Context: an optimization exercise on an open-source flow, tuned for small area. The choices shown serve that exercise and are no tape-out recipe.
At most, simulation tests tie the RTL to the original design; equivalence was not proved.
Power figures rest on the tool's default switching activity, not on a simulated workload.

## rangesensor
module rangesensor (
   input  wire        clk,
   input  wire        rst,
   input  wire        rx,
   input  wire [1:0]  echo,
   output wire        tx,
   output wire [1:0]  trigger,
   output wire [13:0] segments,
   output wire [7:0]  digit_num
);
wire [15:0] digits0, digits1;
wire [7:0]  range0, range1;
reg rst_d;    
reg rst_d2;   
always @(posedge clk) begin
   rst_d  <= rst;
   rst_d2 <= rst_d;
end
uart uart_inst (.clk(clk), .rst(rst), .range0(range0), .range1(range1), .tx(tx));
ranging_module ch0 (.clk(clk), .rst(rst), .rst_d(rst_d), .rst_d2(rst_d2), .echo(echo[0]), .trigger(trigger[0]),
                    .digits(digits0), .range(range0));
ranging_module ch1 (.clk(clk), .rst(rst), .rst_d(rst_d), .rst_d2(rst_d2), .echo(echo[1]), .trigger(trigger[1]),
                    .digits(digits1), .range(range1));
reg  [15:0] div;
wire        strob = div[0] & div[2] & ~div[4] & div[5] & ~div[6] & div[7] & div[8] &
                    div[9] & div[11] & div[12] & ~div[13] & ~div[14] & div[15];
reg  [1:0]  sel_d;                                        
wire [1:0]  sel = rst_d ? 2'd3 : sel_d + {1'b0, strob};  
always @(posedge clk) begin
   if (rst_d)
      div <= ~16'd3853;
   else if (strob)
      div <= ~16'd7706;
   else
      div <= {div[14:0], ~(div[15] ^ div[6])};
   sel_d <= sel;
end
wire [3:0] dn = {~(sel == 2'd3), ~(sel == 2'd2), ~(sel == 2'd1), ~(sel == 2'd0)};
assign digit_num = {dn, dn};
  ...
Size in the first run: roughly 810 cells after synthesis, roughly 210 flip-flops, ~0.0076 mm² of cells after synthesis.
==> flow/config.mk <==
export PLATFORM = sky130hd
export DESIGN_NAME = rangesensor
export DESIGN_NICKNAME = rangesensor
export VERILOG_FILES = /design/flow/design.v
export SDC_FILE = /design/flow/constraint.sdc
export NUM_CORES = 4
export LEC_CHECK = 0
export CAP_MARGIN = 20
export CORE_MARGIN = 2
export CORE_UTILIZATION = 40
export CTS_BUF_LIST = sky130_fd_sc_hd__clkbuf_4
export CTS_CLUSTER_DIAMETER = 50
export CTS_CLUSTER_SIZE = 10
export SLEW_MARGIN = 20
==> flow/constraint.sdc <==
create_clock -name core_clock -period 20.0 [get_ports {clk}]
set_input_delay 4.0000 -clock core_clock [delete_from_list [all_inputs] [get_ports {clk}]]
set_output_delay 4.0000 -clock core_clock [all_outputs]
set_load 0.01 [all_outputs]
standard.sh (not shown) runs the stock make flow with config.mk's settings and CLKGATE_MAP_FILE= SYNTH_SCRIPT=/design/flow/synth_recipe.tcl, a recipe that flattens the netlist after the stock synthesis.
==> flow/flow/run.sh <==
#!/bin/bash
# Layout flow: the standard flow (standard.sh: the same ORFS make targets
# and settings) with three changes:
#  - synthesis maps the logic with an area-oriented ABC script
#    (flow/abc_area.script) instead of ORFS's speed script; Yosys maps the
#    registers before ABC runs, so they are the standard synthesis's;
#  - CTS does not insert dummy loads (CTS_ARGS, otherwise ORFS's arguments);
#  - every input and output port is buffered with buf_1.
# Output of the make run: flow.log; each ORFS step logs under orfs/logs/.
set -euo pipefail
W=$(pwd)
{
  head -n 1 synth_recipe.tcl
  cat <<EOT
proc abc {args} {
  set i [lsearch \$args -script]
  if {\$i >= 0} { lset args [expr {\$i + 1}] $W/flow/abc_area.script }
  yosys abc {*}\$args
}
EOT
  tail -n +2 synth_recipe.tcl
} > my_synth.tcl
CTS_ARGS="-sink_clustering_enable -repair_clock_nets -dont_use_dummy_load -buf_list {sky130_fd_sc_hd__clkbuf_2 sky130_fd_sc_hd__clkbuf_4} -sink_clustering_size 8 -sink_clustering_max_diameter 40"
sed -e "s#SYNTH_SCRIPT=[^ ]*synth_recipe\.tcl#SYNTH_SCRIPT=$W/my_synth.tcl#" \
    -e "s#\"\${@:-finish}\"#'CTS_ARGS=$CTS_ARGS' 'BUFFER_PORTS_ARGS=-buffer_cell sky130_fd_sc_hd__buf_1' \"\${@:-finish}\"#" \
    standard.sh > my_standard.sh
grep -q "SYNTH_SCRIPT=$W/my_synth.tcl" my_standard.sh
grep -q "dont_use_dummy_load" my_standard.sh
bash my_standard.sh > flow.log 2>&1
==> flow/flow/abc_area.script <==
strash
dch
amap
strash
dch
amap
strash
dch
amap
strash
dch
amap
strash
dch
amap
strash
dch
amap
topo
The first run completed with no timing, DRC or antenna violations.
Then changed:
--- a/flow/flow/run.sh
+++ b/flow/flow/run.sh
@@ -22,3 +22,3 @@
 } > my_synth.tcl
-CTS_ARGS="-sink_clustering_enable -repair_clock_nets -dont_use_dummy_load -buf_list {sky130_fd_sc_hd__clkbuf_2 sky130_fd_sc_hd__clkbuf_4} -sink_clustering_size 8 -sink_clustering_max_diameter 40"
+CTS_ARGS="-sink_clustering_enable -repair_clock_nets -dont_use_dummy_load -buf_list sky130_fd_sc_hd__clkbuf_4 -sink_clustering_size 10 -sink_clustering_max_diameter 50"
 sed -e "s#SYNTH_SCRIPT=[^ ]*synth_recipe\.tcl#SYNTH_SCRIPT=$W/my_synth.tcl#" \
- CTS_BUF_LIST: sky130_fd_sc_hd__clkbuf_4 -> sky130_fd_sc_hd__clkbuf_8
- CTS_CLUSTER_DIAMETER: 50 -> 80
- CTS_CLUSTER_SIZE: 10 -> 18
- GPL_TIMING_DRIVEN: not set -> 0
Effect:
- cell area goes down by 0.51%
- power is lower by 4.5%
- clock-buffer cell count is lower by 11
- worst setup slack improved by 170 ps
- sequential power stays flat
- cell count decreases by 0.72%
- synthesized area stays the same
- synthesized cell count stays the same
- routed wire length went down by 1.2%
- die area does not change
- global-route usage came out lower by 0.43 points


run a:
Another version of the RTL of rangesensor (not shown whole).
Size in the first run: about 1000 cells after synthesis, roughly 30 I/O pins, roughly 8100 um^2 of cells after synthesis.
clock: 20.0 ns
lec_check: 0
cap_margin: 20
core_margin: 2
core_utilization: 40
cts_buf_list: sky130_fd_sc_hd__clkbuf_8
cts_cluster_diameter: 60
cts_cluster_size: 16
slew_margin: 20
==> flow/flow/run.sh <==
#!/bin/bash
# Layout flow: the standard flow (standard.sh, same make targets and
# settings) except that synthesis maps the logic with an area-oriented ABC
# script (flow/abc_area.script) instead of ORFS's speed script. Registers
# are mapped by Yosys before ABC runs, so they are the standard synthesis's.
set -euo pipefail
W=$(pwd)
{
  head -n 1 synth_recipe.tcl
  cat <<EOT
proc abc {args} {
  set i [lsearch \$args -script]
  if {\$i >= 0} { lset args [expr {\$i + 1}] $W/flow/abc_area.script }
  yosys abc {*}\$args
}
EOT
  tail -n +2 synth_recipe.tcl
} > my_synth.tcl
sed -e "s#SYNTH_SCRIPT=[^ ]*synth_recipe\.tcl#SYNTH_SCRIPT=$W/my_synth.tcl#" standard.sh > my_standard.sh
grep -q "SYNTH_SCRIPT=$W/my_synth.tcl" my_standard.sh
bash my_standard.sh > flow.log 2>&1
==> flow/flow/abc_area.script <==
strash
dch
map -a
topo
[inputs] run b vs run a
diff --git a/flow/flow/run.sh b/flow/flow/run.sh
--- a/flow/flow/run.sh
+++ b/flow/flow/run.sh
@@ -19 +19,4 @@
-sed -e "s#SYNTH_SCRIPT=[^ ]*synth_recipe\.tcl#SYNTH_SCRIPT=$W/my_synth.tcl#" standard.sh > my_standard.sh
+CTS_ARGS="-sink_clustering_enable -repair_clock_nets -dont_use_dummy_load -buf_list sky130_fd_sc_hd__clkbuf_8 -sink_clustering_size 16 -sink_clustering_max_diameter 60"
+sed -e "s#SYNTH_SCRIPT=[^ ]*synth_recipe\.tcl#SYNTH_SCRIPT=$W/my_synth.tcl#" \
+    -e "s#\"\${@:-finish}\"#'CTS_ARGS=$CTS_ARGS' 'BUFFER_PORTS_ARGS=-buffer_cell sky130_fd_sc_hd__buf_1' \"\${@:-finish}\"#" \
+    standard.sh > my_standard.sh
@@ -20,0 +24 @@
+grep -q "dont_use_dummy_load" my_standard.sh
Notes after the runs:
- The last element of the critical path comes out digit_num[7] in one run and digit_num[3] in the other, namely in run b and run a respectively.
- Buffering overhead, run a and run b: lower on run b
- Delta (run b minus run a): critical path depth neither gained nor lost much; total power shows a reduction of 5.6%; clock-buffer cell count dropped 2.
- Routed wire length in run b is 0.37% below run a.
- [compare] base=run a new=run b: portion of total power attributed to combinational logic went down by 0.3 points, growth of design area from synthesis to finish went down by 3.3 points, cell-internal power went down by 5.3%.
- Taking run a as the reference point, the count of routing violations after the opening detailed-route iteration of run b rises by 10.
No functional check of the RTL was part of any run of this note.

## static timing again, ports no longer ideal
Ports are ideal in the flow. The routed layouts listed here were re-timed in OpenROAD.
Step 1, drivers: a clkbuf_16 drives clk and a buf_2 each remaining input, both assumed.
Step 2 also shifts input and output timing later by t, the mid clock arrival at the registers, as if the neighbouring blocks saw the same clock.
Three values: ideal ports, drivers, drivers and shift; two values: the first two.
run | t (ns) | setup WS [ns] | hold WS [ns] | worst setup path after step 2
the first run of note 1 | 0.593 | 12.850 / 12.815 / 13.408 | 0.367 / 0.367 / 0.367 | register to output
the second run of note 1 | 0.654 | 13.020 / 12.984 / 13.321 | 0.378 / 0.378 / 0.378 | input to register
run a | 0.540 | 12.936 / 12.897 / 13.437 | 0.391 / 0.391 / 0.391 | register to output
run b | 0.530 | 13.462 / 13.420 / 13.950 | 0.373 / 0.373 / 0.373 | register to output
After both steps setup and hold are still met in every run listed.
